Background: an optimization exercise with open tools, aiming at small area. Do not read the settings as production practice. In this exercise RTL edits were held to simulation tests only and were not proved equivalent to the original. Power is estimated from default activity; no workload was simulated.

Setup of v7:
==> flow/design.v (excerpt) <==
module msi_main(
	input clk,
	input rst,
	input core1_write,
	input [8:0] core1_mem_adress,
	input [15:0] core1_write_data,
	input core2_write,
	input [8:0] core2_mem_adress,
	input [15:0] core2_write_data,
	input [15:0] mem_readed1, mem_readed2,
	output [15:0] cache1_data_out_cpu, cache2_data_out_cpu,
	output cache1_write_back_cpu, cache1_write_back_bus, cache2_write_back_cpu, cache2_write_back_bus,
	output [8:0] cache1_address_out_mem_cpu, cache1_address_out_mem_bus, cache2_address_out_mem_cpu, cache2_address_out_mem_bus,
	output [15:0] cache1_data_out_mem_cpu, cache1_data_out_mem_bus, cache2_data_out_mem_cpu, cache2_data_out_mem_bus
);
clock: 9.0 ns
lec_check: 0
cap_margin: 0
cell_pad_in_sites_detail_placement: 1
cell_pad_in_sites_global_placement: 2
core_margin: 2
core_utilization: 30
place_density: 0.45
setup_slack_margin: 0.1
slew_margin: 0
synth_hierarchical: 1
synth_minimum_keep_size: 0
standard.sh (not shown) runs the stock make flow with config.mk's settings and CLKGATE_MAP_FILE= SYNTH_SCRIPT=/design/flow/synth_recipe.tcl, a recipe that flattens the netlist after the stock synthesis.
==> flow/flow/run.sh <==
#!/bin/bash
# Own layout flow around the standard ORFS flow:
#  - synthesis is the standard one, except that ABC maps with flow/abc_area.script
#    (choice computation and delay-aware mapping with area recovery, without the
#    buffering and up-sizing of ORFS's speed script; placement repairs slew and timing);
#  - the port buffers use a small buffer instead of the default delay cell;
#  - clock tree synthesis uses small clock buffers and no dummy loads.
# Make output goes to synth.log and standard.log here; every ORFS step keeps its own log
# under orfs/logs/.
set -euo pipefail
here=$(pwd)
rm -rf "$here/scripts_own"
cp -r "$FLOW_HOME/scripts" "$here/scripts_own"
cp "$here/flow/abc_area.script" "$here/scripts_own/abc_area.script"
SCRIPTS_DIR="$here/scripts_own" ABC_AREA=1 bash standard.sh synth > synth.log 2>&1
export BUFFER_PORTS_ARGS="-buffer_cell sky130_fd_sc_hd__buf_2"
export CTS_ARGS="-sink_clustering_enable -repair_clock_nets -dont_use_dummy_load -buf_list sky130_fd_sc_hd__clkbuf_8 -sink_clustering_size 14 -sink_clustering_max_diameter 50"
bash standard.sh > standard.log 2>&1
==> flow/flow/abc_area.script <==
&get -n
&st
&dch
&nf
&put
v7 ran to completion and came out clean on the timing, design-rule and antenna checks.
Here is what was changed in the inputs of v37 compared with v7.
Settings: CELL_PAD_IN_SITES_DETAIL_PLACEMENT no longer set, was 1; SLEW_MARGIN now 20, was 0; CELL_PAD_IN_SITES_GLOBAL_PLACEMENT no longer set, was 2; CAP_MARGIN now 20, was 0.
==> run notes <==
- As of v37, count of plain and timing-repair buffers in the layout had fallen by a little under 10% compared to v7.
- v37 ends up with lower global-route usage than v7 does.
- Number of logic stages on the critical path including buffering ended up 3 lower on v37 than on v7.
- The post-route fraction of the period consumed by the critical path of v37 falls short of that of v7 by 1.5 points.
- v37 against v7; final weighted congestion in routability-driven placement is up by a few percent.
- Taking v7 as the reference, in v37 setup slack of the critical path after layout picked up an extra 0.14 ns, final design instance area without fill lost 0.72%, via count lost 0.66%.
- The final reports for v37 and v7 show slew at the pin with the worst max-slew slack lower in the former.
The following lists how v43 was set up differently from v37:
--- a/flow/flow/run.sh
+++ b/flow/flow/run.sh
@@ -17 +17 @@
-export CTS_ARGS="-sink_clustering_enable -repair_clock_nets -dont_use_dummy_load -buf_list sky130_fd_sc_hd__clkbuf_8 -sink_clustering_size 14 -sink_clustering_max_diameter 50"
+export CTS_ARGS="-sink_clustering_enable -repair_clock_nets -dont_use_dummy_load -buf_list sky130_fd_sc_hd__clkbuf_8 -sink_clustering_size 18 -sink_clustering_max_diameter 55"
Notes after the runs:
Compared with v37, v43 shows a higher switching fraction of total power. Arrival time of data at the critical path endpoint came out lower on v43 than on v37. Diff v43..v37 | wire length of the first global-routing pass | negligible. v43 reports a higher global routing met3 resource utilization than v37 does. From v37 to v43 the numbers moved as follows: final standard cell count with taps included and fillers excluded stayed essentially flat, non-clock buffer area fraction after layout stayed essentially flat. From v43 to v37, count of antenna-violating nets left after detailed routing did not move at all. Any difference in post-detailed-routing wire length between v37 and v43 is small enough to ignore.
#### Input delta (v32 over v43)
Settings: swapping 30 for 45 in CORE_UTILIZATION; swapping 0.45 for 0.6 in PLACE_DENSITY.
==> flow/flow/run.sh <==
#!/bin/bash
# Own layout flow: the standard ORFS flow (standard synthesis unchanged), with
#  - the port buffers made with a small buffer instead of the default delay cell,
#  - clock tree synthesis with small (clkbuf_4) clock buffers and no dummy loads.
# Make output goes to standard.log here; every ORFS step keeps its own log under orfs/logs/.
set -euo pipefail
export BUFFER_PORTS_ARGS="-buffer_cell sky130_fd_sc_hd__buf_2"
export CTS_ARGS="-sink_clustering_enable -repair_clock_nets -dont_use_dummy_load -buf_list sky130_fd_sc_hd__clkbuf_4 -sink_clustering_size 10 -sink_clustering_max_diameter 40"
bash standard.sh > standard.log 2>&1
removed: flow/flow/abc_area.script
### Flow results
- v32 completed every stage of the flow, and the final layout passed the timing, design-rule and antenna checks.
- The more densely filled core belongs to v32, not v43.
- Going from v43 to v32, number of antenna violations at the first check in global routing has decreased; fraction of standard cell area that is sequential increased 2.1 points; placeable core region lower.
- Compared with v43, in v32 synthesized cell count went up 94; die area shrank by 32%; part of the power in combinational logic moved down.
- Fmax | v32 vs v43 | v32 faster
- Looking at total power across v43 and v32, the one that comes out lower is v32.
- Against v43, die outline width in v32 fell by more than 10%.
--- input diff v32..v18 ---
Settings: PLACE_DENSITY changed from 0.6 to 0.45; CORE_UTILIZATION changed from 45 to 30.
--- outcome ---
| share of the final layout cell area in sequential cells | lower: v18 |
Going from v32 to v18, number of antenna repair diodes went up 52, overall track demand over capacity in global routing went down 8.3 points, HPWL after detailed placement went up 26000 um.
What v24 does differently from v18 at the input level:
Settings: CORE_UTILIZATION now 40, was 30; PLACE_DENSITY now 0.55, was 0.45.
==> run notes <==
| sequential share of layout area | v24 vs v18 | 1.1 points higher |
Looking at worst setup path startpoint, the core1_mem_adress[1] result is from v18; the core1_mem_adress[3] one comes from v24.
Changes observed in v24 relative to v18: multi-input gate share of the layout cell area shows an increase of 0.41 points; standard-cell row count shows a reduction of 13%; met2 routed wirelength shows a reduction of 12%; part of the total power dissipated in the clock network shows a reduction of 1.1 points.
Of v24 and v18, the run reporting the lower worst clock skew was v24.
Taking v18 as the reference, in v24 die outline area decreased 25%, total power decreased about 1.7%.


The RTL this note starts from:
==> flow/design.v <==
module FSM_MSI_CPU_requests_controller(
	input valid, modified, hit, write,
	output write_back,
	output modified_next
	);
	assign write_back = valid & modified & ~hit;
	assign modified_next = write | (modified & hit);
endmodule
module FSM_MSI_BUS_requests_controller(
	input valid, modified, tag_match,
	input bus_write, bus_hit, bus_own_m,
	output write_back, supply, match,
	output valid_next, modified_next
	);
	wire own_m = valid & modified;
	assign write_back = own_m & ~bus_hit;            
	assign supply = write_back & tag_match;
	assign match = valid & tag_match;
	assign valid_next = ~(bus_write & (~bus_hit | (~modified & ~bus_own_m)));
	assign modified_next = modified & bus_hit;
endmodule
module cache_directlyMapped_32x21bits(
	input clk, rst,
	input write,
	input [15:0] write_data,
	input [8:0] mem_address,
	input [15:0] mem_data_delivery,
	input bus_write,
	input [8:0] bus_address,
	input bus_hit,               
	input bus_own_m,             
	input bus_data_found,        
	input [15:0] bus_data_delivery,
	output hit, own_m,
	output [15:0] data_out_cpu,
	output cpu_write_back, bus_write_back,
	output [8:0] address_out_mem_cpu, address_out_mem_bus,
	output [15:0] data_out_mem_cpu, data_out_mem_bus,
	output supply
	);
	reg        v  [0:31];
	reg        m  [0:31];
	reg [3:0]  tg [0:31];
	reg [15:0] dt [0:31];
	wire [4:0] idx = mem_address[4:0];
	wire [3:0] tag = mem_address[8:5];
	wire [4:0] bidx = bus_address[4:0];
	wire [3:0] btag = bus_address[8:5];
	wire [31:0] csel = 32'd1 << idx;
	wire [31:0] bsel = 32'd1 << bidx;
	wire [31:0] col [0:21];    
	genvar g, gb;
	generate for (g = 0; g < 32; g = g + 1) begin : rd
		assign col[0][g] = v[g];
		assign col[1][g] = m[g];
		for (gb = 0; gb < 4; gb = gb + 1) begin : t
			assign col[2 + gb][g] = tg[g][gb];
		end
		for (gb = 0; gb < 16; gb = gb + 1) begin : d
			assign col[6 + gb][g] = dt[g][gb];
		end
	end endgenerate
	wire [21:0] c_line, b_line;
	generate for (gb = 0; gb < 22; gb = gb + 1) begin : sel
		line_select32 c_sel(.sel(csel), .d(col[gb]), .q(c_line[gb]));
		line_select32 b_sel(.sel(bsel), .d(col[gb]), .q(b_line[gb]));
	end endgenerate
	wire        c_v = c_line[0], c_m = c_line[1];
	wire        b_v = b_line[0], b_m = b_line[1];
	wire [3:0]  c_tg = c_line[5:2], b_tg = b_line[5:2];
	wire [15:0] c_dt = c_line[21:6], b_dt = b_line[21:6];
	assign hit = c_v & (c_tg == tag);
	assign own_m = c_v & c_m;
	wire c_m_next, b_v_next, b_m_next, b_match;
	FSM_MSI_CPU_requests_controller _CTRL_R_(
		.valid(c_v), .modified(c_m), .hit(hit), .write(write),
		.write_back(cpu_write_back), .modified_next(c_m_next));
	FSM_MSI_BUS_requests_controller _CTRL_B_(
		.valid(b_v), .modified(b_m), .tag_match(b_tg == btag),
		.bus_write(bus_write), .bus_hit(bus_hit), .bus_own_m(bus_own_m),
		.write_back(bus_write_back), .supply(supply), .match(b_match),
		.valid_next(b_v_next), .modified_next(b_m_next));
	assign data_out_cpu = hit ? c_dt : (bus_data_found ? bus_data_delivery : mem_data_delivery);
	wire [15:0] d_next = write ? write_data : data_out_cpu;
	assign address_out_mem_cpu = {c_tg, idx};
	assign address_out_mem_bus = {b_tg, bidx};
	assign data_out_mem_cpu = c_dt;
	assign data_out_mem_bus = b_dt;
	integer i;
	always @(posedge clk) begin
		if (rst) begin
			for (i = 0; i < 32; i = i + 1)
				v[i] <= 1'b0;
		end else begin
			v[idx] <= 1'b1;
			if (b_match)
				v[bidx] <= b_v_next;    
		end
		m[idx] <= c_m_next;
		if (b_match)
			m[bidx] <= b_m_next;
		tg[idx] <= tag;
		dt[idx] <= d_next;
	end
endmodule
module line_select32(
	input [31:0] sel,
	input [31:0] d,
	output q
	);
	wire [10:0] n;
	genvar g;
	generate for (g = 0; g < 10; g = g + 1) begin : grp
		aoi222 a(.a1(sel[3*g]), .a2(d[3*g]), .b1(sel[3*g+1]), .b2(d[3*g+1]),
		         .c1(sel[3*g+2]), .c2(d[3*g+2]), .y(n[g]));
	end endgenerate
	aoi22 last(.a1(sel[30]), .a2(d[30]), .b1(sel[31]), .b2(d[31]), .y(n[10]));
	assign q = ~&n;
endmodule
module aoi222(input a1, a2, b1, b2, c1, c2, output y);
	assign y = ~((a1 & a2) | (b1 & b2) | (c1 & c2));
endmodule
module aoi22(input a1, a2, b1, b2, output y);
	assign y = ~((a1 & a2) | (b1 & b2));
endmodule
module msi_main(
	input clk,
	input rst,
	input core1_write,
	input [8:0] core1_mem_adress,
	input [15:0] core1_write_data,
	input core2_write,
	input [8:0] core2_mem_adress,
	input [15:0] core2_write_data,
	input [15:0] mem_readed1, mem_readed2,
	output [15:0] cache1_data_out_cpu, cache2_data_out_cpu,
	output cache1_write_back_cpu, cache1_write_back_bus, cache2_write_back_cpu, cache2_write_back_bus,
	output [8:0] cache1_address_out_mem_cpu, cache1_address_out_mem_bus, cache2_address_out_mem_cpu, cache2_address_out_mem_bus,
	output [15:0] cache1_data_out_mem_cpu, cache1_data_out_mem_bus, cache2_data_out_mem_cpu, cache2_data_out_mem_bus
);
	wire c1_hit, c2_hit, c1_own_m, c2_own_m;
	wire c1_supply, c2_supply;
	wire [15:0] c1_bus_data, c2_bus_data;
	cache_directlyMapped_32x21bits _CORE1_CACHE_(
		.clk(clk), .rst(rst),
		.write(core1_write), .write_data(core1_write_data), .mem_address(core1_mem_adress),
		.mem_data_delivery(mem_readed1),
		.bus_write(core2_write), .bus_address(core2_mem_adress),
		.bus_hit(c2_hit), .bus_own_m(c2_own_m),
		.bus_data_found(c2_supply), .bus_data_delivery(c2_bus_data),
		.hit(c1_hit), .own_m(c1_own_m),
		.data_out_cpu(cache1_data_out_cpu),
		.cpu_write_back(cache1_write_back_cpu), .bus_write_back(cache1_write_back_bus),
		.address_out_mem_cpu(cache1_address_out_mem_cpu), .address_out_mem_bus(cache1_address_out_mem_bus),
		.data_out_mem_cpu(cache1_data_out_mem_cpu), .data_out_mem_bus(c1_bus_data),
		.supply(c1_supply)
	);
	cache_directlyMapped_32x21bits _CORE2_CACHE_(
		.clk(clk), .rst(rst),
		.write(core2_write), .write_data(core2_write_data), .mem_address(core2_mem_adress),
		.mem_data_delivery(mem_readed2),
		.bus_write(core1_write), .bus_address(core1_mem_adress),
		.bus_hit(c1_hit), .bus_own_m(c1_own_m),
		.bus_data_found(c1_supply), .bus_data_delivery(c1_bus_data),
		.hit(c2_hit), .own_m(c2_own_m),
		.data_out_cpu(cache2_data_out_cpu),
		.cpu_write_back(cache2_write_back_cpu), .bus_write_back(cache2_write_back_bus),
		.address_out_mem_cpu(cache2_address_out_mem_cpu), .address_out_mem_bus(cache2_address_out_mem_bus),
		.data_out_mem_cpu(cache2_data_out_mem_cpu), .data_out_mem_bus(c2_bus_data),
		.supply(c2_supply)
	);
	assign cache1_data_out_mem_bus = c1_bus_data;
	assign cache2_data_out_mem_bus = c2_bus_data;
endmodule
export LEC_CHECK = 0
export CAP_MARGIN = 20
export CORE_MARGIN = 2
export CORE_UTILIZATION = 30
export PLACE_DENSITY = 0.45
export SETUP_SLACK_MARGIN = 0.1
export SLEW_MARGIN = 20
export SYNTH_HIERARCHICAL = 1
export SYNTH_MINIMUM_KEEP_SIZE = 0
create_clock -name core_clock -period 9.0 [get_ports {clk}]
==> flow/flow/run.sh <==
#!/bin/bash
# Own layout flow: the standard ORFS flow (standard synthesis unchanged), with
#  - the port buffers made with a small buffer instead of the default delay cell,
#  - clock tree synthesis with small clock buffers and no dummy loads.
# Make output goes to standard.log here; every ORFS step keeps its own log under orfs/logs/.
set -euo pipefail
export BUFFER_PORTS_ARGS="-buffer_cell sky130_fd_sc_hd__buf_2"
export CTS_ARGS="-sink_clustering_enable -repair_clock_nets -dont_use_dummy_load -buf_list sky130_fd_sc_hd__clkbuf_8 -sink_clustering_size 14 -sink_clustering_max_diameter 50"
bash standard.sh > standard.log 2>&1
The first run finished with timing, DRC and antenna clean.
Next try:
==> flow/flow/run.sh (replaced) <==
#!/bin/bash
# Own layout flow around the standard ORFS flow:
#  - synthesis is the standard one, except that ABC maps with flow/abc_area.script
#    (choice computation and delay-aware mapping with area recovery, without the
#    buffering and up-sizing of ORFS's speed script; placement repairs slew and timing);
#  - the port buffers use a small buffer instead of the default delay cell;
#  - clock tree synthesis uses small clock buffers and no dummy loads.
# Make output goes to synth.log and standard.log here; every ORFS step keeps its own log
# under orfs/logs/.
set -euo pipefail
here=$(pwd)
rm -rf "$here/scripts_own"
cp -r "$FLOW_HOME/scripts" "$here/scripts_own"
cp "$here/flow/abc_area.script" "$here/scripts_own/abc_area.script"
SCRIPTS_DIR="$here/scripts_own" ABC_AREA=1 bash standard.sh synth > synth.log 2>&1
export BUFFER_PORTS_ARGS="-buffer_cell sky130_fd_sc_hd__buf_2"
export CTS_ARGS="-sink_clustering_enable -repair_clock_nets -dont_use_dummy_load -buf_list sky130_fd_sc_hd__clkbuf_16 -sink_clustering_size 30 -sink_clustering_max_diameter 80"
bash standard.sh > standard.log 2>&1
==> flow/flow/abc_area.script (new file) <==
&get -n
&st
&dch
&nf
&put
Effect:
- setup slack degrades by 0.18 ns
- clock-buffer cell count fell by 58
- clock power climbs by 9.5%
- maximum frequency drops by 2.0%
- wire length went up by 3.1%
- final cell count climbs by 0.63%
- cell area rose by 0.80%
- global-route usage grows by 1.2 points
Next try:
--- a/flow/flow/run.sh
+++ b/flow/flow/run.sh
@@ -15,4 +15,4 @@
 SCRIPTS_DIR="$here/scripts_own" ABC_AREA=1 bash standard.sh synth > synth.log 2>&1
 export BUFFER_PORTS_ARGS="-buffer_cell sky130_fd_sc_hd__buf_2"
-export CTS_ARGS="-sink_clustering_enable -repair_clock_nets -dont_use_dummy_load -buf_list sky130_fd_sc_hd__clkbuf_16 -sink_clustering_size 30 -sink_clustering_max_diameter 80"
+export CTS_ARGS="-sink_clustering_enable -repair_clock_nets -dont_use_dummy_load -buf_list sky130_fd_sc_hd__clkbuf_4 -sink_clustering_size 10 -sink_clustering_max_diameter 40"
 bash standard.sh > standard.log 2>&1
CORE_UTILIZATION = 40   (was 30)
PLACE_DENSITY = 0.55   (was 0.45)
Effect: Sequential share of layout area grows by 1.7 points; flip-flop and latch count is unchanged; cell count shrinks by roughly a tenth; synthesized area does not change; clock-buffer cell count grows by 109; wire length shrinks by a little under a tenth; total power shrinks by a little under a tenth; clock power shrinks by about a fifth.
Next try:
CORE_UTILIZATION = 30   (was 40)
PLACE_DENSITY = 0.45   (was 0.55)
=>
- fmax is about the same
- sequential share of layout area falls by 1.3 points
- cell count went up by 13%
- final area goes up by 2.1%
- clock-buffer cell count grows by 36
- non-clock buffer count is lower by 14
- global-route usage falls by 5.5 points
- synthesized area does not change
- power rises by 3.2%
- core utilization shrinks by 11 points
- setup slack gets worse by 0.013 ns

-- static timing again, ports no longer ideal --
How much do the figures lean on ideal ports? The routed layouts below were timed once more, with nothing changed but the port constraints.
Step 1, drivers: a clkbuf_16 drives clk and a buf_2 each remaining input, both assumed.
Step 2 times the ports against the registers' clock, not the clock port: input delays grow and output delays shrink by t, the midpoint of the rising clock arrivals with the driver on.
Three values: ideal, step 1, step 2; two values: the first two.
| run | t (ns) | setup slack, ns | worst hold slack (ns) | clock arrival spread, ns | slew at the worst register clock pin (ns) |
|---|---|---|---|---|---|
| v7 | 1.002 | 0.128 / 0.102 / 0.102 | 0.527 / 0.527 / 0.527 | 0.121 / 0.121 | 0.09 / 0.09 |
| v37 | 0.995 | 0.264 / 0.206 / 0.206 | 0.531 / 0.531 / 0.531 | 0.191 / 0.191 | 0.10 / 0.10 |
| v43 | 0.978 | 0.276 / 0.254 / 0.254 | 0.530 / 0.530 / 0.530 | 0.147 / 0.147 | 0.11 / 0.11 |
| v32 | 1.252 | 0.373 / 0.349 / 0.350 | 0.538 / 0.538 / 0.538 | 0.120 / 0.120 | 0.12 / 0.12 |
| v18 | 1.357 | 0.322 / 0.290 / 0.290 | 0.530 / 0.530 / 0.530 | 0.164 / 0.165 | 0.12 / 0.12 |
| v24 | 1.295 | 0.296 / 0.203 / 0.203 | 0.538 / 0.538 / 0.538 | 0.156 / 0.156 | 0.12 / 0.12 |
| the first run of note 2 | 0.992 | 0.338 / 0.268 / 0.268 | 0.527 / 0.527 / 0.527 | 0.094 / 0.094 | 0.10 / 0.10 |
| the second run of note 2 | 0.823 | 0.162 / 0.138 / 0.138 | 0.534 / 0.534 / 0.534 | 0.136 / 0.136 | 0.11 / 0.11 |
| the third run of note 2 | 1.300 | 0.260 / 0.230 / 0.230 | 0.532 / 0.532 / 0.532 | 0.164 / 0.164 | 0.12 / 0.12 |
| the fourth run of note 2 | 1.343 | 0.247 / 0.222 / 0.222 | 0.531 / 0.531 / 0.531 | 0.253 / 0.254 | 0.11 / 0.11 |
After both steps every run listed still meets setup and hold. The setup slack of v24, which loses most, moves by -0.093 ns with the drivers and by -0.093 ns with both steps.
